This is an optimization exercise on Yosys and OpenROAD, whose aim is small area and a short achievable clock period, not a production implementation. Function was checked by simulation only, so behaviour that the tests miss may differ from the original. No activity file was given, so power comes from the tool's default toggle rates.

===== design/flow/design.v =====
module fitness_eval #(
           parameter NUM_PARTICLE_TYPE        = 3  ,
           parameter DATA_WIDTH               = 4  ,
           parameter PARTICLE_LENGTH          = 2  ,
           parameter LATTICE_LENGTH           = 11 ,
           parameter SELF_FIT_LENGTH          = 10 ,
           parameter SELF_ENERGY_VEC_LENGTH   = NUM_PARTICLE_TYPE,
           parameter INTERACTION_MATRIX_LENGTH = (NUM_PARTICLE_TYPE**2),
           parameter INDIVIDUAL_LENGTH        = LATTICE_LENGTH * PARTICLE_LENGTH,
           parameter POP_SIZE                 = 50,
           parameter IDX_WIDTH                = 8,
           parameter PTR_LENGTH               = 2
       ) (
           input clk_i,
           input rst_n,
           input [DATA_WIDTH   -1 : 0 ]                 self_energy_i,
           input [DATA_WIDTH   -1 : 0]                  interact_energy_i,
           input [INDIVIDUAL_LENGTH   -1 :0]            individual_vec_i,
           input  wrSelfEnergyValid_i,
           input  wrInteractEnergyValid_i,
           input  in_valid_i,
           input [IDX_WIDTH -1 :0]  ind_idx_i,
           output reg out_valid_ff_o,
           output reg done_ff_o,
           output reg[SELF_FIT_LENGTH-1:0] total_energy_ff_o,
           output reg[INDIVIDUAL_LENGTH - 1 :0] individual_vec_ff_o,
           output reg[IDX_WIDTH-1:0] ind_wb_idx_ff_o
       );
reg [3:0] r0, r1, r2;
reg [4:0] t_rf [0:8];
wire [3:0] s_cur = wrSelfEnergyValid_i ? self_energy_i : r0;
wire [4:0] t_in  = {1'b0, interact_energy_i} + {2'b00, s_cur[3:1]};
integer i;
always @(posedge clk_i) begin
    if (wrInteractEnergyValid_i) begin
        r2 <= s_cur;
        r1 <= r2;
        r0 <= r1;
        for (i = 0; i < 8; i = i + 1)
            t_rf[i] <= t_rf[i+1];
        t_rf[8] <= ~t_in;
    end
end
reg v1, v2, v3;
always @(posedge clk_i or negedge rst_n) begin
    if (~rst_n) begin
        v1 <= 1'b0; v2 <= 1'b0; v3 <= 1'b0; out_valid_ff_o <= 1'b0;
    end else begin
        v1 <= in_valid_i; v2 <= v1; v3 <= v2; out_valid_ff_o <= v3;
    end
end
reg [21:0] x1, x2, x3;
reg [7:0]  id1, id2, id3;
always @(posedge clk_i) begin
    x1 <= individual_vec_i; x2 <= x1; x3 <= x2; individual_vec_ff_o <= x3;
    id1 <= ind_idx_i; id2 <= id1; id3 <= id2; ind_wb_idx_ff_o <= id3;
end
reg [5:0] cnt;
always @(posedge clk_i or negedge rst_n) begin
    if (~rst_n) begin
        cnt <= 6'd0; done_ff_o <= 1'b0;
    end else begin
        done_ff_o <= (cnt == 6'd49);
        if (wrInteractEnergyValid_i | wrSelfEnergyValid_i | done_ff_o)
            cnt <= 6'd0;
        else if (v3)
            cnt <= cnt + 6'd1;
    end
end
function [2:0] onehot;
    input [1:0] a;
    begin
        onehot = {a[1], a[0], ~a[1] & ~a[0]};
    end
endfunction
function [1:0] site;
    input [21:0] x;
    input integer k;
    begin
        site = x[21-2*k -: 2];
    end
endfunction
function [17:0] csan;
    input [8:0] a, b, c;
    begin
        csan = {((a & b) | (a & c) | (b & c)) << 1 | 9'd1, a ^ b ^ c};
    end
endfunction
function [5:0] tlookn;
    input [1:0] a;
    input [1:0] b;
    reg [2:0] ha, hb;
    reg [4:0] row [0:2];
    integer p;
    begin
        ha = onehot(a);
        hb = onehot(b);
        for (p = 0; p < 3; p = p + 1)
            row[p] = ~(({5{hb[0]}} & t_rf[3*p]) | ({5{hb[1]}} & t_rf[3*p+1]) | ({5{hb[2]}} & t_rf[3*p+2]));
        tlookn = {~(({5{ha[0]}} & row[0]) | ({5{ha[1]}} & row[1]) | ({5{ha[2]}} & row[2])),
                  ~((hb[0] & r0[0]) | (hb[1] & r1[0]) | (hb[2] & r2[0]))};
    end
endfunction
function [8:0] twn;
    input [21:0] x;
    input integer k;
    begin
        twn = {3'b111, tlookn(site(x,k), site(x,k+1))};
    end
endfunction
function [3:0] slookn;
    input [1:0] a;
    input [3:0] s0, s1, s2;
    reg [2:0] h;
    begin
        h = onehot(a);
        slookn = ~(({4{h[0]}} & s0) | ({4{h[1]}} & s1) | ({4{h[2]}} & s2));
    end
endfunction
reg [8:0] a0, a1, a2, a3, a4, a5, a6;
always @(posedge clk_i) begin
    {a0, a1} <= csan(twn(x1,0), twn(x1,1), twn(x1,2));
    {a2, a3} <= csan(twn(x1,3), twn(x1,4), twn(x1,5));
    {a4, a5} <= csan(twn(x1,6), twn(x1,7), twn(x1,8));
    a6 <= twn(x1,9);
end
wire [8:0] a7 = {5'b11111, slookn(x2[21:20], r0, r1, r2)};
wire [8:0] l1a, l1b, l1c, l1d, l2a, l2b, l2c, l2d, l3a, l3b;
assign {l1a, l1b} = csan(a0, a1, a2);
assign {l1c, l1d} = csan(a3, a4, a5);
assign {l2a, l2b} = csan(l1a, l1b, l1c);
assign {l2c, l2d} = csan(l1d, a6, a7);
assign {l3a, l3b} = csan(l2a, l2b, l2c);
reg [8:0] b0, b1, b2;
always @(posedge clk_i) begin
    b0 <= l3a; b1 <= l3b; b2 <= l2d;
end
wire [8:0] c0, c1;
assign {c0, c1} = csan(b0, b1, b2);
always @(posedge clk_i) begin
    total_energy_ff_o <= {1'b0, ~(c0 + c1 + 9'd1)};
end
endmodule

===== design/flow/flow/run.sh =====
#!/bin/bash
# Own layout flow: the standard ORFS flow (standard.sh, unchanged synthesis and
# steps) with one change: port buffers use sky130_fd_sc_hd__buf_2 (BUFFER_PORTS_ARGS)
# instead of the cell buffer_ports picks by default. Every input and output port still
# gets its buffer, and later repair may resize it.
# make's full output goes to standard.log here; each ORFS step logs under orfs/logs.
set -euo pipefail
export BUFFER_PORTS_ARGS="-buffer_cell sky130_fd_sc_hd__buf_2"
bash standard.sh > standard.log 2>&1

===== design/flow/standard.sh =====
#!/bin/bash
# synth_recipe.tcl (not shown) runs the flow's synth.tcl, then flattens the netlist and writes it again
# the make line also repeats each setting of config.mk as NAME=value (left out here)
make -C /OpenROAD-flow-scripts/flow DESIGN_CONFIG=/design/flow/config.mk WORK_HOME=/design/flow/orfs CLKGATE_MAP_FILE= SYNTH_SCRIPT=/design/flow/synth_recipe.tcl "${@:-finish}"

===== design/flow/config.mk =====
export PLATFORM = sky130hd
export DESIGN_NAME = fitness_eval
export DESIGN_NICKNAME = fitness_eval
export VERILOG_FILES = /design/flow/design.v
export SDC_FILE = /design/flow/constraint.sdc
export NUM_CORES = 4
export LEC_CHECK = 0
export CAP_MARGIN = 20
export CORE_MARGIN = 2
export CORE_UTILIZATION = 40
export CTS_BUF_LIST = sky130_fd_sc_hd__clkbuf_8 sky130_fd_sc_hd__clkbuf_16
export CTS_CLUSTER_DIAMETER = 100
export CTS_CLUSTER_SIZE = 30
export PLACE_DENSITY = 0.8
export SETUP_SLACK_MARGIN = 2.95
export SLEW_MARGIN = 20

===== design/flow/constraint.sdc =====
create_clock -name core_clock -period 5.0 [get_ports {clk_i}]
set_input_delay 1.0000 -clock core_clock [delete_from_list [all_inputs] [get_ports {clk_i}]]
set_output_delay 1.0000 -clock core_clock [all_outputs]
set_load 0.01 [all_outputs]

==> results_dict.tcl, run 1 <==
set metrics [dict create \
    yosysSeqAreaShare 0.5197 \
    finalSetupViolations 0 \
    arrival_ns 2.43 \
    fmax_mhz 487.4 \
    clockBufferDepth 3 \
    diodes 0 \
    syn_avg_cell_area_um2 10.33 \
    worstPathCellList "inv_1, fa_1, fa_1, inv_1, fa_1" \
    ys_ff_latch 261 \
    synth_flop_cell "dfxtp_1" \
    finalSetupTns_ns 0 \
    die_area_um2 29500 \
    maxCapViolations 0 \
    syn2layout_area_growth_pct 11.41 \
    grt_start_max_net_pins 59 \
    worstMarginPinSlew_ns 0.7987 \
    async_reset_ff_frac 0.04215 \
    final_area_um2 12540 \
    cpPeakStageDelay_ns 0.53 \
    rows 61 \
    ir_worst_vdd_uv 247.1 \
    p_int_mw 3.879 \
    grt_pass1_wl_um 43390 \
    period_minus_slack_ns 2.052 \
    drc 0 \
    synth_nets 1204 \
    hp-class "flop to flop" \
    synth_warnings 12 \
    synth_edf_count 57 \
    die_h_um 171.8 \
    clk_latency_ns 0.50 \
    endpoint_kind "flop" \
    rsz0062_at_grt "true" \
    syn_inst 1090 \
    power_density_nw_per_um2 460.8 \
    clkTransAtPathRegs_ns 0.11 \
    slowest_stage "fa_1" \
    drt_iter0_markers 1132 \
    required_ns 5.38 \
    slew_violations 0 \
    swShare 0.3290 \
    power_mw 5.780 \
    dr_total_vias 8522 \
    p_clk_frac 0.197 \
    drt_pass1_iterations 6 \
    fill_cells 2642 \
    dp_hpwl_um 18380 \
    viasPerCell 5.689 \
    period_share 0.4104 \
    cts_made_buffers 12 \
    status "no timing/DRC/antenna violations" \
    drive_gt1_frac 0.1759 \
    postLayoutSetupSlackWorst_ns 2.948 \
    fin_cells 1498 \
    wl_um 28220 \
    pwr-share-seq 0.480 \
    layout_commonest_cell "dfxtp_1" \
    antenna_found_initial 1 \
    mostFrequentLayoutCells "dfxtp_1, nand2_1, a21oi_1, a22oi_1, buf_2" \
    initial_utilization 0.4052 \
    critPathLaunchType "flop" \
    fin_nets 1230 \
    multi_input_area_um2 4760 \
    cts_sinks 261 \
    grt_pass1_vias 7778 \
    synth_area_um2 11260 \
    core_area_um2 27780 \
    synth.distinct_cells 44 \
    slew_headroom 0.4668 \
    ant_nets 0 \
    htreeDepth 1 \
    avgRoutedWirePerCell_um 18.84 \
    path_max_fanout 1 \
    p_leak_nw 5.257 \
    gp_congestion 0.9653 \
    die_w_um 171.8 \
    ios 85 \
    skew_ns 0.02373 \
    power_frac_comb 0.323 \
    placed_area_um2 11690 \
    seqCellArea_um2 5912 \
    portBuffers 83 \
    gr-total-overflow 0 \
    p_sw_mw 1.902 \
    cts_tree "done" \
    track_usage 0.1873 \
    hold_viol_final 0 \
    root_buffer "clkbuf_16" \
    crit_type "flop to flop" \
    pre_cts_ws_ns 2.280 \
    dp_cells 1450 \
    cp_common_cell "fa_1" \
]
==> repair_timing <==
item                                    4_1_cts  5_1_grt
pin swaps                                     5       15
gates cloned                                  0        2
hold buffers                                  0        0
endpoints found under the setup margin       42       26
gates resized for setup                      42       27
setup buffers                                 0       28
==> synth_stat cells (7+ instances only) <==
library cell  instances  area, µm²
buf_2                68      340.3
clkbuf_1             25      93.84
a311oi_1              7      61.31
dfxtp_1             193       3864
a221oi_1             22      192.7
a21oi_1             136      680.7
a22oi_1             114      855.8
fa_1                 49      980.9
a22o_1               16      140.1
a221o_1              13      130.1
nand2_1             163      611.8
ha_1                 22      275.3
xor2_1                8      70.07
buf_4                 8      60.06
edfxtp_1             57       1712
dfrtp_1              11      275.3
nor2_1               16      60.06
inv_1                72      270.3
nor3_1               38      190.2
==> critical path: cells and delay by family, from the launching register on <==
kind	cells	cell delay [ns]
adder cells (fa/ha/maj)	3	1.46
flip-flops	1	0.35
buffers and inverters	2	0.12
==> per-stage QoR <==
step	hold WS [ns]	util
2_1_floorplan	0.3096	-
3_3_place_gp	0.3102	0.4209
3_5_place_dp	0.3121	0.4209
4_1_cts	0.3363	0.4377
5_1_grt	0.3383	0.4515
6_report	0.3348	0.4515
==> power by group through the flow <==
stage | Combinational (mW) | Clock (mW) | Sequential (mW)
floorplan | 1.40 | 0 | 2.67
global placement | 1.70 | 0 | 2.82
detailed placement | 1.78 | 0 | 2.83
CTS | 1.81 | 1.18 | 2.78
global route | 2.16 | 1.24 | 2.80
finish | 1.87 | 1.14 | 2.77
==> per-layer routing <==
metal,vias up,wire length [µm],track usage
met2,547,12610,0.2886
met4,2,1400,0.07563
met1,4014,11380,0.2600
met5,-,7,0
met3,103,2816,0.03520
li1,3856,-,-
==> final timing paths <==
path	startpoint	to	slack, ns	cells past startpoint
setup / recovery	a1[3]	b1[3]	2.95	5
hold / removal	id2[3]	id3[3]	0.33	0
setup reg to reg	a1[3]	b1[3]	2.95	5
hold reg to reg	id2[3]	id3[3]	0.33	0
max in group asynchronous	rst_n	cnt[2]	4.47	1
min in group asynchronous	rst_n	done_ff_o	0.34	1
==> state kept, by name, summed over array words and instances (netlist names), 7 cells and up <==
signal,flops
id1,8
id2,8
id3,8
b1,8
b2,7
x1,22
ind_wb_idx_ff_o,8
b0,7
individual_vec_ff_o,22
x3,22
total_energy_ff_o,9
t_rf,45
x2,22
==> cells by family (layout without fill, tap and decap cells) <==
logic type               count (synthesis)  after routing  share of synthesized area
AO/OA/AOI/OAI                          328            328                     0.1962
XOR/XNOR                                10             10                   0.007780
adder cells (fa/ha/maj)                 71             71                     0.1116
buffers and inverters                  179            207                    0.07057
flip-flops                             261            261                     0.5197
multiplexers                             6              6                   0.005890
other                                    1              1                  0.0003331
AND/OR/NAND/NOR                        234            236                    0.08802
==> final cells by class <==
cell class,instances,share of cell area
Sequential cell,261,0.4713
Tap cell,378,0.03771
Clock inverter,3,0.001097
Timing Repair Buffer,117,0.06075
Multi-Input combinational cell,652,0.3795
Clock buffer,15,0.02813
Inverter,72,0.02155
==> inputs of run 2 (changes only) <==
--- a/design/flow/config.mk
+++ b/design/flow/config.mk
@@ -14,3 +14,3 @@
 export PLACE_DENSITY = 0.8
-export SETUP_SLACK_MARGIN = 2.95
+export SETUP_SLACK_MARGIN = 2.75
 export SLEW_MARGIN = 20
==> results_dict.tcl, run 2 <==
set metrics [dict create \
    status "no timing/DRC/antenna violations" \
    root_buffer "clkbuf_16" \
    drc 0 \
    synthMuxAreaShare 0.005890 \
    synth_nets 1204 \
    clk_latency_ns 0.51 \
    core_area_um2 27780 \
    slew_headroom 0.4012 \
    postLayoutSetupSlackWorst_ns 2.860 \
    regMostFlops "t_rf" \
    syn2layout_area_growth_pct 7.424 \
    required_ns 5.37 \
    ios 85 \
    finalSetupViolations 0 \
    track_usage 0.1745 \
    swShare 0.3296 \
    async_reset_ff_frac 0.04215 \
    fin_nets 1201 \
    synth_warnings 12 \
    min_to "individual_vec_ff_o[17]" \
    gp_congestion 0.8782 \
    drt_iter0_markers 1039 \
    synthSimpleGateAreaFrac 0.08802 \
    synth_largest_area_cell "dfxtp_1" \
    pre_cts_ws_ns 2.326 \
    period_share 0.4280 \
    synth_xor_area_frac 0.007780 \
    synth_top_area_share 0.3432 \
    htreeDepth 1 \
    viasPerCell 5.622 \
    arrival_ns 2.51 \
    crit_type "flop to flop" \
    initial_utilization 0.4052 \
    finalSetupTns_ns 0 \
    die_w_um 171.8 \
    synth_compound_area_frac 0.1962 \
    p_clk_frac 0.200 \
    ir_worst_vdd_uv 214.6 \
    r2r-start "x1[9]" \
    die_h_um 171.8 \
    syn_inst 1090 \
    ys_ff_latch 261 \
    netlist_top_cells_count "dfxtp_1, nand2_1, a21oi_1, a22oi_1, inv_1" \
    rows 61 \
    worstMarginPinSlew_ns 0.8970 \
    synth_top_family_by_area "compound AO/OA/AOI/OAI gates" \
    p_int_mw 3.776 \
    gr-total-overflow 0 \
    synth.most_common_cell "dfxtp_1" \
    grt_pass1_vias 7846 \
    r2r_slack_ns 2.86 \
    skew_ns 0.03426 \
    fmax_mhz 467.2 \
    avgRoutedWirePerCell_um 17.36 \
    power_density_nw_per_um2 465.7 \
    rsz0062_at_grt "true" \
    cpPeakStageDelay_ns 0.65 \
    clkTransAtPathRegs_ns 0.12 \
    power_frac_comb 0.309 \
    portBuffers 83 \
    synth.distinct_cells 44 \
    holdCritStartpoint "x3[17]" \
    clockBufferDepth 3 \
    hold_viol_final 0 \
    final_area_um2 12090 \
    synth_area_um2 11260 \
    synth_edf_count 57 \
    grt_pass1_wl_um 41330 \
    cts_tree "done" \
    cts_sinks 261 \
    mostFrequentLayoutCells "dfxtp_1, nand2_1, a21oi_1, a22oi_1, buf_2" \
    period_minus_slack_ns 2.140 \
    synth.area.top_cells "dfxtp_1, edfxtp_1, fa_1, a22oi_1, a21oi_1" \
    dr_total_vias 8265 \
    diodes 0 \
    placed_area_um2 11670 \
    largest_register_ffs 45 \
    holdPathStages 0 \
    die_area_um2 29500 \
    wl_um 25520 \
    critPathLaunchType "flop" \
    layout_commonest_cell "dfxtp_1" \
    worst_r2r_path_depth 6 \
    antenna_found_initial 0 \
    slew_violations 0 \
    pwr-share-seq 0.491 \
    synth_flop_cell "dfxtp_1" \
    path_max_fanout 23 \
    p_sw_mw 1.856 \
    dp_hpwl_um 17380 \
    rr_endpoint "a5[4]" \
    slowest_stage "dfxtp_2" \
    worstPathCellList "nor2_1, buf_4, nand2_1, a21oi_1, nor3_1, fa_1" \
    p_leak_nw 5.068 \
    fill_cells 2674 \
    maxCapViolations 0 \
    ant_nets 0 \
    hold_buffers 0 \
    grt_start_max_net_pins 59 \
    cts_made_buffers 12 \
    syn_avg_cell_area_um2 10.33 \
    yosysSeqAreaShare 0.5197 \
    hp-class "flop to flop" \
    drt_pass1_iterations 6 \
    synth_fa_ha_area_frac 0.1116 \
    endpoint_kind "flop" \
    drive_gt1_frac 0.1255 \
]
==> run 2: cell counts after synthesis <==
Identical to the previous run, type by type.
==> run 2: kinds of logic after synthesis <==
family | count (synthesis)
adder cells (fa/ha/maj) | 71
AO/OA/AOI/OAI | 328
buffers and inverters | 179
flip-flops | 261
AND/OR/NAND/NOR | 234
multiplexers | 6
other | 1
XOR/XNOR | 10
==> run 2: power by group through the flow <==
stage | sequential [mW] | combinational (mW) | clock [mW]
5_1_grt | 2.80 | 2.05 | 1.23
3_5_place_dp | 2.81 | 1.76 | 0
3_3_place_gp | 2.80 | 1.70 | 0
6_report | 2.77 | 1.74 | 1.13
4_1_cts | 2.76 | 1.77 | 1.17
2_1_floorplan | 2.67 | 1.39 | 0
==> run 2: layout make-up <==
class | instances | area (µm²) | share of cell area
Sequential cell | 261 | 5879 | 0.4861
Multi-Input combinational cell | 651 | 4657 | 0.3851
Tap cell | 378 | 473.0 | 0.03911
Timing Repair Buffer | 89 | 460.4 | 0.03807
Clock buffer | 13 | 325.3 | 0.02690
Inverter | 72 | 270.3 | 0.02235
Clock inverter | 6 | 28.78 | 0.002379
==> run 2: per-layer routing <==
layer | global-route usage | vias to the layer above | part of all wire
met3 | 0.03014 | 65 | 0.097
met2 | 0.2768 | 519 | 0.45
met4 | 0.05298 | 0 | 0.025
met5 | 0 | - | 0
met1 | 0.2442 | 3879 | 0.42
li1 | - | 3802 | -
==> run 2: stage by stage <==
stage / power, mW / utilization / hold slack, ns / cells
2_1_floorplan: 4.060 / - / 0.3096 / 1090
3_3_place_gp: 4.496 / 0.4201 / 0.3097 / 1450
3_5_place_dp: 4.570 / 0.4201 / 0.3121 / 1450
4_1_cts: 5.701 / 0.4344 / 0.3379 / 1469
5_1_grt: 6.083 / 0.4353 / 0.3408 / 1470
6_report: 5.633 / 0.4353 / 0.3206 / 1470
==> run 2: critical path, delay by kind of cell (launching register included) <==
family                     cells  cell delay [ns]
adders and majority gates      1             0.47
and+or+nand+nor                3             0.60
AOI/OAI and AO/OA              1             0.04
buffers and inverters          1             0.24
DFF                            1             0.65
==> run 2: repair_timing <==
action                                  CTS  global route
endpoints found under the setup margin   34            19
cloned                                    0             1
pin swaps                                 0             1
buffers inserted                          0             0
resized for setup                        20             9
==> run 2: how the worst max path moves through the flow <==
stage | startpoint | end | slack [ns] | depth (start not counted)
finish | x1[9] | a5[4] | 2.86 | 6
global route | x1[11] | a3[3] | 2.72 | 5
CTS | x1[12] | a3[2] | 2.75 | 5
detailed placement | x1[4] | a5[5] | 2.33 | 4
global placement | x1[4] | a5[5] | 2.39 | 4
floorplan | wrSelfEnergyValid_i | t_rf[8][2] | 2.73 | 4
==> inputs of run 3 (changes only) <==
--- a/design/flow/config.mk
+++ b/design/flow/config.mk
@@ -14,3 +14,3 @@
 export PLACE_DENSITY = 0.8
-export SETUP_SLACK_MARGIN = 2.75
+export SETUP_SLACK_MARGIN = 2.85
 export SLEW_MARGIN = 20
==> results_dict.tcl, run 3 <==
set metrics [dict create \
    grt.met3_usage 0.03636 \
    fill_cells 2636 \
    worstMarginPinSlew_ns 0.8759 \
    mostFrequentLayoutCells "dfxtp_1, nand2_1, a21oi_1, a22oi_1, buf_2" \
    p_clk_frac 0.205 \
    synth_nets 1204 \
    endpoint_kind "flop" \
    ios 85 \
    busiest_layer "met2" \
    rows 61 \
    slew_violations 0 \
    portBuffers 83 \
    clkTransAtPathRegs_ns 0.12 \
    core_area_um2 27780 \
    viasPerCell 5.714 \
    p_sw_mw 1.917 \
    hold_buffers 0 \
    synth_edf_count 57 \
    synth_area_um2 11260 \
    syn_inst 1090 \
    status "no timing/DRC/antenna violations" \
    largest_register_ffs 45 \
    synth.most_common_cell "dfxtp_1" \
    ir_worst_vdd_uv 209.9 \
    dp_hpwl_um 17260 \
    slowest_stage "fa_1" \
    cts_sinks 261 \
    cpPeakStageDelay_ns 0.54 \
    seqCellArea_um2 5883 \
    dr_total_vias 8411 \
    root_buffer "clkbuf_16" \
    multi_input_area_um2 4733 \
    grt_start_max_net_pins 59 \
    utilization 0.4383 \
    finalSetupViolations 0 \
    synth_largest_area_cell "dfxtp_1" \
    p_leak_nw 5.078 \
    async_reset_ff_frac 0.04215 \
    grt_pass1_wl_um 41550 \
    path_max_fanout 1 \
    yosysSeqAreaShare 0.5197 \
    cts_tree "done" \
    synth.distinct_cells 44 \
    finalSetupTns_ns 0 \
    slew_headroom 0.4152 \
    drive_gt1_frac 0.1345 \
    hp-class "flop to flop" \
    track_usage 0.1746 \
    synth_top_area_share 0.3432 \
    ant_nets 0 \
    power_frac_comb 0.312 \
    synth_warnings 12 \
    drc 0 \
    period_share 0.4182 \
    clockBufferDepth 3 \
    skew_ns 0.02383 \
    initial_utilization 0.4052 \
    required_ns 5.37 \
    pwr-share-seq 0.484 \
    fin_nets 1202 \
    avgRoutedWirePerCell_um 17.60 \
    period_minus_slack_ns 2.091 \
    rsz0062_at_grt "false" \
    drt_iter0_markers 1304 \
    hold_viol_final 0 \
    critPathLaunchType "flop" \
    regMostFlops "t_rf" \
    drt_pass1_iterations 7 \
    crit_type "flop to flop" \
    syn2layout_area_growth_pct 8.168 \
    gr-total-overflow 0 \
    worstPathCellList "inv_1, fa_1, fa_1, inv_1, fa_1" \
    clk_latency_ns 0.50 \
    cp_common_cell "fa_1" \
    cts_made_buffers 13 \
    ys_ff_latch 261 \
    die_area_um2 29500 \
    fmax_mhz 478.3 \
    power_density_nw_per_um2 470.8 \
    grtUsageMet1 0.2404 \
    synth_flop_cell "dfxtp_1" \
    synth.area.top_cells "dfxtp_1, edfxtp_1, fa_1, a22oi_1, a21oi_1" \
    met2_usage 0.2713 \
    htreeDepth 1 \
    netlist_top_cells_count "dfxtp_1, nand2_1, a21oi_1, a22oi_1, inv_1" \
    antenna_found_initial 1 \
    swShare 0.3344 \
    die_h_um 171.8 \
    maxCapViolations 0 \
    p_int_mw 3.816 \
    arrival_ns 2.46 \
    syn_avg_cell_area_um2 10.33 \
    die_w_um 171.8 \
    wl_um 25910 \
    layout_commonest_cell "dfxtp_1" \
    gp_congestion 0.9559 \
    grt_pass1_vias 8000 \
]
[run 3: cell counts after synthesis]
No cell type changed its count.
[run 3: layer usage]
layer,vias up,share of wire,wire length (µm)
met5,-,0,0
li1,3810,-,-
met2,568,0.45,11720
met4,0,0.030,783
met3,82,0.11,2856
met1,3951,0.41,10560
[run 3: worst max-delay path, delay by kind of cell, from the launching register on]
| kind | cells | cell delay [ns] |
|---|---|---|
| buffers and inverters | 2 | 0.13 |
| adder cells (fa/ha/maj) | 3 | 1.52 |
| flip-flops | 1 | 0.33 |
[run 3: final timing paths]
path	from	end	depth (start not counted)	slack [ns]
setup / recovery	a0[4]	b1[4]	5	2.91
max in group asynchronous	rst_n	cnt[3]	1	4.45
setup reg to reg	a0[4]	b1[4]	5	2.91
hold reg to reg	x3[10]	individual_vec_ff_o[10]	0	0.32
min in group asynchronous	rst_n	out_valid_ff_o	1	0.36
hold / removal	x3[10]	individual_vec_ff_o[10]	0	0.32
[run 3: stage by stage]
| step | power [mW] | area, µm² | instances | setup WS, ns | hold WS [ns] |
|---|---|---|---|---|---|
| after global placement | 4.488 | 11660 | 1446 | 2.291 | 0.3100 |
| after global routing | 6.198 | 12180 | 1471 | 2.854 | 0.3306 |
| after CTS | 5.778 | 12130 | 1468 | 2.844 | 0.3325 |
| after floorplan | 4.063 | 11280 | 1090 | 2.762 | 0.3096 |
| after detailed placement | 4.600 | 11670 | 1446 | 2.259 | 0.3121 |
| final | 5.733 | 12180 | 1472 | 2.909 | 0.3220 |
[run 3: cell type report]
type	count	share of cell area
well taps	378	0.03884
clock inverters	7	0.004932
flip-flops and latches	261	0.4831
inverters	72	0.02219
repair buffers	85	0.03534
diodes	1	0.0002055
multi-input cells	655	0.3887
clock buffers	13	0.02671
[run 3: power by group through the flow]
stage                     registers (mW)  clock network, mW  logic [mW]
final                               2.77               1.17        1.79
after global routing                2.80               1.28        2.12
after CTS                           2.76               1.21        1.80
after detailed placement            2.81                  0        1.79
after global placement              2.80                  0        1.69
after floorplan                     2.67                  0        1.40
[run 3: kinds of logic (layout without fill, tap and decap cells)]
family,after synthesis,count (layout),synth area share
AO/OA/AOI/OAI,328,328,0.1962
flip-flops,261,261,0.5197
AND/OR/NAND/NOR,234,239,0.08802
buffers and inverters,179,177,0.07057
adder cells (fa/ha/maj),71,71,0.1116
XOR/XNOR,10,10,0.007780
multiplexers,6,6,0.005890
other,1,2,0.0003331
[run 3: repair_timing]
item                                    in CTS  in global routing
resized for setup                           23                 13
buffers inserted                             0                  0
endpoints found under the setup margin      34                 21
pin swaps                                    2                  3
cloned                                       2                  3
==> inputs of run 4 (changes only) <==
--- a/design/flow/config.mk
+++ b/design/flow/config.mk
@@ -10,5 +10,2 @@
 export CORE_UTILIZATION = 40
-export CTS_BUF_LIST = sky130_fd_sc_hd__clkbuf_8 sky130_fd_sc_hd__clkbuf_16
-export CTS_CLUSTER_DIAMETER = 100
-export CTS_CLUSTER_SIZE = 30
 export PLACE_DENSITY = 0.8
==> results_dict.tcl, run 4 <==
set metrics [dict create \
    ios 85 \
    portBuffers 83 \
    pre_cts_ws_ns 2.259 \
    die_w_um 171.8 \
    r2r_slack_ns 2.89 \
    syn_inst 1090 \
    grt_pass1_wl_um 42420 \
    fin_cells 1503 \
    finalSetupTns_ns 0 \
    synth_flop_cell "dfxtp_1" \
    synth_top_area_share 0.3432 \
    postLayoutSetupSlackWorst_ns 2.891 \
    p_clk_frac 0.313 \
    async_reset_ff_frac 0.04215 \
    wl_um 26390 \
    synth_largest_area_cell "dfxtp_1" \
    die_h_um 171.8 \
    ys_ff_latch 261 \
    critPathLaunchType "flop" \
    fin_nets 1217 \
    swShare 0.3191 \
    p_int_mw 4.532 \
    drive_gt1_frac 0.1593 \
    mostFrequentLayoutCells "dfxtp_1, nand2_1, a21oi_1, a22oi_1, buf_2" \
    slew_headroom 0.4203 \
    rsz0062_at_grt "false" \
    synth_edf_count 57 \
    utilization 0.4587 \
    power_density_nw_per_um2 522.2 \
    largest_register_ffs 45 \
    die_area_um2 29500 \
    cts_made_buffers 28 \
    synth.area.top_cells "dfxtp_1, edfxtp_1, fa_1, a22oi_1, a21oi_1" \
    layout_commonest_cell "dfxtp_1" \
    dp_cells 1446 \
    fmax_mhz 474.1 \
    power_frac_comb 0.269 \
    syn2layout_area_growth_pct 13.20 \
    dp_hpwl_um 17260 \
    worstMarginPinSlew_ns 0.8683 \
    yosysSeqAreaShare 0.5197 \
    pwr-share-seq 0.418 \
    finalSetupViolations 0 \
    required_ns 5.41 \
    hold_viol_final 0 \
    endpoint_kind "flop" \
    hold-worst-slack_ns 0.3063 \
    initial_utilization 0.4052 \
    track_usage 0.1789 \
    drt_iter0_markers 1194 \
    synth_warnings 12 \
    status "no timing/DRC/antenna violations" \
    rows 61 \
    viasPerCell 5.722 \
    grt_start_max_net_pins 59 \
    gp_congestion 0.9559 \
    final_area_um2 12740 \
    core_area_um2 27780 \
    drc 0 \
    hp-class "input port to async pin" \
    antenna_found_initial 1 \
    grt_pass1_vias 8224 \
    period_minus_slack_ns 2.109 \
    path_max_fanout 1 \
    syn_avg_cell_area_um2 10.33 \
    ant_nets 0 \
    p_leak_nw 5.342 \
    clockBufferDepth 3 \
    power_mw 6.655 \
    arrival_ns 2.52 \
    synth_nets 1204 \
    synth.most_common_cell "dfxtp_1" \
    p_sw_mw 2.123 \
    hold_buffers 0 \
    regMostFlops "t_rf" \
    cts_tree "done" \
    postCtsSetupRepairBufs 0 \
    period_share 0.4219 \
    root_buffer "clkbuf_16" \
    gr-total-overflow 0 \
    clk_latency_ns 0.56 \
    crit_type "flop to flop" \
    maxCapViolations 0 \
    htreeDepth 1 \
    synth.distinct_cells 44 \
    dr_total_vias 8600 \
    placed_area_um2 11670 \
    slew_violations 0 \
    cts_sinks 261 \
    clkTransAtPathRegs_ns 0.06 \
    avgRoutedWirePerCell_um 17.56 \
    netlist_top_cells_count "dfxtp_1, nand2_1, a21oi_1, a22oi_1, inv_1" \
    synth_area_um2 11260 \
    drt_pass1_iterations 6 \
    ir_worst_vdd_uv 247.9 \
    skew_ns 0.02864 \
]
[run 4: cell types whose count changed in the layout (fill, tap and decap cells not counted), sizes merged]
| cell | previous run | this run |
|---|---|---|
| clkbuf | 13 | 31 |
| clkinv | 2 | 9 |
| clkinvlp | 0 | 3 |
| bufinv | 0 | 2 |
| inv | 77 | 78 |
[run 4: layer usage]
layer / part of all wire / vias up / global-route usage
met4: 0.036 / 0 / 0.07417
met2: 0.45 / 634 / 0.2790
met3: 0.12 / 97 / 0.03889
li1: - / 3860 / -
met5: 0 / - / 0
met1: 0.39 / 4009 / 0.2415
[run 4: cell type report]
type	count	area [µm²]
clock inverters	20	197.7
fillers	2585	15040
diodes	1	2.502
repair buffers	85	430.4
flip-flops and latches	261	5883
inverters	72	270.3
clock buffers	31	754.5
well taps	378	473.0
multi-input cells	655	4733
[run 4: cell families after synthesis]
group           Yosys count  synth area share
compound gates          328            0.1962
flops                   261            0.5197
simple gates            234           0.08802
buf+inv                 179           0.07057
fa+ha+maj                71            0.1116
xor+xnor                 10          0.007780
mux                       6          0.005890
other cells               1         0.0003331
[run 4: power groups by stage]
stage          logic [mW]  clock network [mW]  registers, mW
2_1_floorplan        1.40                   0           2.67
3_3_place_gp         1.69                   0           2.80
3_5_place_dp         1.79                   0           2.81
4_1_cts              1.80                2.13           2.77
5_1_grt              2.12                2.20           2.81
6_report             1.79                2.08           2.78
[run 4: critical path: stages, from the launching register on]
cell and delay (ns):
dfxtp_1 0.31, inv_1 0.07, fa_1 0.53, fa_1 0.55, inv_1 0.07, fa_1 0.44
[run 4: path summary, 6_finish.rpt]
path / start / end / cells after the start
max: a0[4] / b1[4] / 5
min: rst_n / cnt[4] / 1
max reg2reg: a0[4] / b1[4] / 5
min reg2reg: x3[0] / individual_vec_ff_o[0] / 0
max in group asynchronous: rst_n / v3 / 1
min in group core_clock: x3[0] / individual_vec_ff_o[0] / 0
[run 4: repair_timing]
item / CTS / global route
pin swaps: 2 / 4
endpoints found under the setup margin: 34 / 20
gates resized for setup: 24 / 12
gates cloned: 2 / 3
==> inputs of run 5 (changes only) <==
==> design/flow/flow/run.sh (replaced) <==
#!/bin/bash
# Own layout flow: the standard ORFS flow (standard.sh) with two changes.
#  1. Synthesis: synth_recipe.tcl unchanged except that its synth calls also get
#     -noabc (they keep -nofsm -noshare), so Yosys's generic pre-mapping ABC pass
#     inside "synth" is skipped before full-adder extraction. Technology mapping
#     with ORFS's ABC script, flattening and renaming are as in synth_recipe.tcl.
#  2. Port buffers use sky130_fd_sc_hd__buf_2 (BUFFER_PORTS_ARGS); every input and
#     output port still gets its buffer, and later repair may resize it.
# make's full output goes to standard.log here; each ORFS step logs under orfs/logs.
set -euo pipefail
HERE=$(pwd)
sed 's/yosys synth -nofsm -noshare {\*}\$args/yosys synth -nofsm -noshare -noabc {*}$args/' synth_recipe.tcl > own_synth.tcl
grep -q -- '-nofsm -noshare -noabc' own_synth.tcl
sed "s#SYNTH_SCRIPT=[^ ]*synth_recipe.tcl#SYNTH_SCRIPT=$HERE/own_synth.tcl#" standard.sh > own_standard.sh
grep -q "SYNTH_SCRIPT=$HERE/own_synth.tcl" own_standard.sh
export BUFFER_PORTS_ARGS="-buffer_cell sky130_fd_sc_hd__buf_2"
bash own_standard.sh > standard.log 2>&1
--- a/design/flow/config.mk
+++ b/design/flow/config.mk
@@ -10,2 +10,5 @@
 export CORE_UTILIZATION = 40
+export CTS_BUF_LIST = sky130_fd_sc_hd__clkbuf_8 sky130_fd_sc_hd__clkbuf_16
+export CTS_CLUSTER_DIAMETER = 100
+export CTS_CLUSTER_SIZE = 30
 export PLACE_DENSITY = 0.8
==> results_dict.tcl, run 5 <==
set metrics [dict create \
    period_share 0.4155 \
    wl_um 28180 \
    clkTransAtPathRegs_ns 0.10 \
    yosysSeqAreaShare 0.5198 \
    cpPeakStageDelay_ns 0.56 \
    fin_nets 1258 \
    initial_utilization 0.4051 \
    grt_pass1_wl_um 44100 \
    gr-total-overflow 0 \
    skew_ns 0.02195 \
    period_minus_slack_ns 2.077 \
    grt_start_max_net_pins 59 \
    slew_violations 0 \
    arrival_ns 2.45 \
    viasPerCell 5.669 \
    largest_register_ffs 45 \
    die_h_um 171.7 \
    cp_common_cell "fa_1" \
    mostFrequentLayoutCells "nand2_1, dfxtp_1, nand3_1, a22oi_1, inv_1" \
    utilization 0.4417 \
    drt_pass1_iterations 7 \
    synth.most_common_cell "nand2_1" \
    ir_worst_vdd_uv 236.7 \
    p_leak_nw 5.175 \
    worstMarginPinSlew_ns 0.7738 \
    dp_hpwl_um 18220 \
    status "no timing/DRC/antenna violations" \
    drc 0 \
    drive_gt1_frac 0.1332 \
    antenna_found_initial 0 \
    ys_ff_latch 261 \
    cts_made_buffers 13 \
    endpoint_kind "flop" \
    synth_edf_count 57 \
    dp_cells 1498 \
    root_buffer "clkbuf_16" \
    r2r_slack_ns 2.92 \
    netlist_top_cells_count "nand2_1, dfxtp_1, nand3_1, a22oi_1, inv_1" \
    finalSetupViolations 0 \
    maxCapViolations 0 \
    syn_inst 1139 \
    multi_input_area_um2 4736 \
    ant_nets 0 \
    clockBufferDepth 3 \
    die_area_um2 29490 \
    ios 85 \
    synth.area.top_cells "dfxtp_1, edfxtp_1, a22oi_1, fa_1, nand2_1" \
    final_area_um2 12270 \
    htreeDepth 1 \
    holdCritStartpoint "id2[3]" \
    clk_latency_ns 0.50 \
    slowest_stage "fa_1" \
    holdPathStages 0 \
    synth_top_area_share 0.3433 \
    drt_iter0_markers 1339 \
    r2r-start "a3[1]" \
    hold_viol_final 0 \
    syn_avg_cell_area_um2 9.881 \
    track_usage 0.1902 \
    grt_pass1_vias 8059 \
    path_max_fanout 1 \
    avgRoutedWirePerCell_um 18.45 \
    min_to "id3[3]" \
    regMostFlops "t_rf" \
    gp_congestion 0.9536 \
    required_ns 5.37 \
    rows 61 \
    synth_warnings 12 \
    critPathLaunchType "flop" \
    die_w_um 171.7 \
    power_density_nw_per_um2 471.8 \
    hp-class "flop to flop" \
    placed_area_um2 11770 \
    rsz0062_at_grt "false" \
    worst_r2r_path_depth 5 \
    synth_flop_cell "dfxtp_1" \
    synth_nets 1253 \
    async_reset_ff_frac 0.04215 \
    slew_headroom 0.4835 \
    worstPathCellList "fa_1, inv_1, fa_1, inv_1, fa_1" \
    layout_commonest_cell "nand2_1" \
    fill_cells 2621 \
    dr_total_vias 8656 \
    cts_tree "done" \
    finalSetupTns_ns 0 \
    synth.distinct_cells 37 \
    synth_area_um2 11250 \
    fmax_mhz 481.4 \
    rr_endpoint "b1[2]" \
    fin_cells 1527 \
    seqCellArea_um2 5873 \
    power_mw 5.789 \
    syn2layout_area_growth_pct 9.039 \
    portBuffers 83 \
    crit_type "flop to flop" \
    diodes 0 \
    cts_sinks 261 \
    core_area_um2 27780 \
    synth_largest_area_cell "dfxtp_1" \
]
## run 5: where the power goes
part           switching [mW]  total (mW)  internal (mW)
logic                    1.02        1.82          0.803
clock network           0.674        1.17          0.498
registers               0.290        2.79           2.50
total                    1.98        5.79           3.81
## run 5: area by class of cell
class,instances,area share
multi-input cells,691,0.3859
inverters,83,0.02539
well taps,378,0.03854
flip-flops and latches,261,0.4786
repair buffers,94,0.04058
clock buffers,13,0.02651
clock inverters,7,0.004486
## run 5: logic make-up after synthesis
group	count (synthesis)	share of synthesized area
and+or+nand+nor	397	0.1550
DFF	261	0.5198
adders and majority gates	71	0.1116
muxes	5	0.005002
buffers and inverters	192	0.06982
AOI/OAI and AO/OA	200	0.1291
xor gates and xnor gates	12	0.009339
other	1	0.0003332
## run 5: what timing repair did
item | CTS | global route
buffers inserted | 0 | 4
endpoints found under the setup margin | 37 | 22
pin swaps | 5 | 4
gates resized for setup | 23 | 4
cloned | 2 | 3
hold buffers | 0 | 0
## run 5: worst max-delay path by stage
stage | start | to | slack (ns) | cells after the start
2_1_floorplan | wrSelfEnergyValid_i | t_rf[8][1] | 2.76 | 4
3_3_place_gp | x1[12] | a3[5] | 2.34 | 6
3_5_place_dp | x1[3] | a5[3] | 2.20 | 5
4_1_cts | x1[13] | a3[5] | 2.82 | 6
5_1_grt | b2[1] | total_energy_ff_o[7] | 2.85 | 9
6_report | a3[1] | b1[2] | 2.92 | 5
## run 5: metrics by stage
step / setup slack, ns / hold slack (ns)
finish: 2.923 / 0.3349
global route: 2.852 / 0.3353
CTS: 2.818 / 0.3327
detailed placement: 2.201 / 0.3121
global placement: 2.342 / 0.3098
floorplan: 2.762 / 0.3096
## run 5: critical path, delay by kind of cell, from the launching register on
family,cells,cell delay [ns]
flip-flops,1,0.38
adder cells (fa/ha/maj),3,1.39
buffers and inverters,2,0.20
## run 5: metal layers
metal	wire, µm	vias to the layer above	global-route usage
met5	0	-	0
met4	1155	0	0.07344
met3	2958	99	0.03774
met2	12450	599	0.2909
met1	11620	4060	0.2660
li1	-	3898	-

## separate check: timing with driven ports
How much do the figures lean on ideal ports? The routed layouts below were timed once more, with nothing changed but the port constraints.
Step 1 sets driving cells, clkbuf_16 on the clock port and buf_2 on the other inputs (assumed; they add their load-dependent delay and slew).
Step 2 moves the port delays by t, midway between the first and last clock arrival at a register: inputs arrive t later, outputs are due t later. That takes back most of the time a late clock gives input paths.
a / b / c = ideal ports / drivers / drivers and shift; a / b = the first two.
run | shift t [ns] | setup WS [ns] | clock arrival spread, ns
run 1 | 0.532 | 2.948 / 2.925 / 2.533 | 0.025 / 0.025
run 2 | 0.542 | 2.860 / 2.860 / 2.469 | 0.037 / 0.037
run 3 | 0.539 | 2.909 / 2.909 / 2.508 | 0.025 / 0.026
run 4 | 0.590 | 2.891 / 2.885 / 2.506 | 0.031 / 0.032
run 5 | 0.542 | 2.923 / 2.899 / 2.550 | 0.026 / 0.026
After both steps setup and hold are still met in every run listed. The setup slack of run 1, which loses most, moves by -0.023 ns with the drivers and by -0.415 ns with both steps.
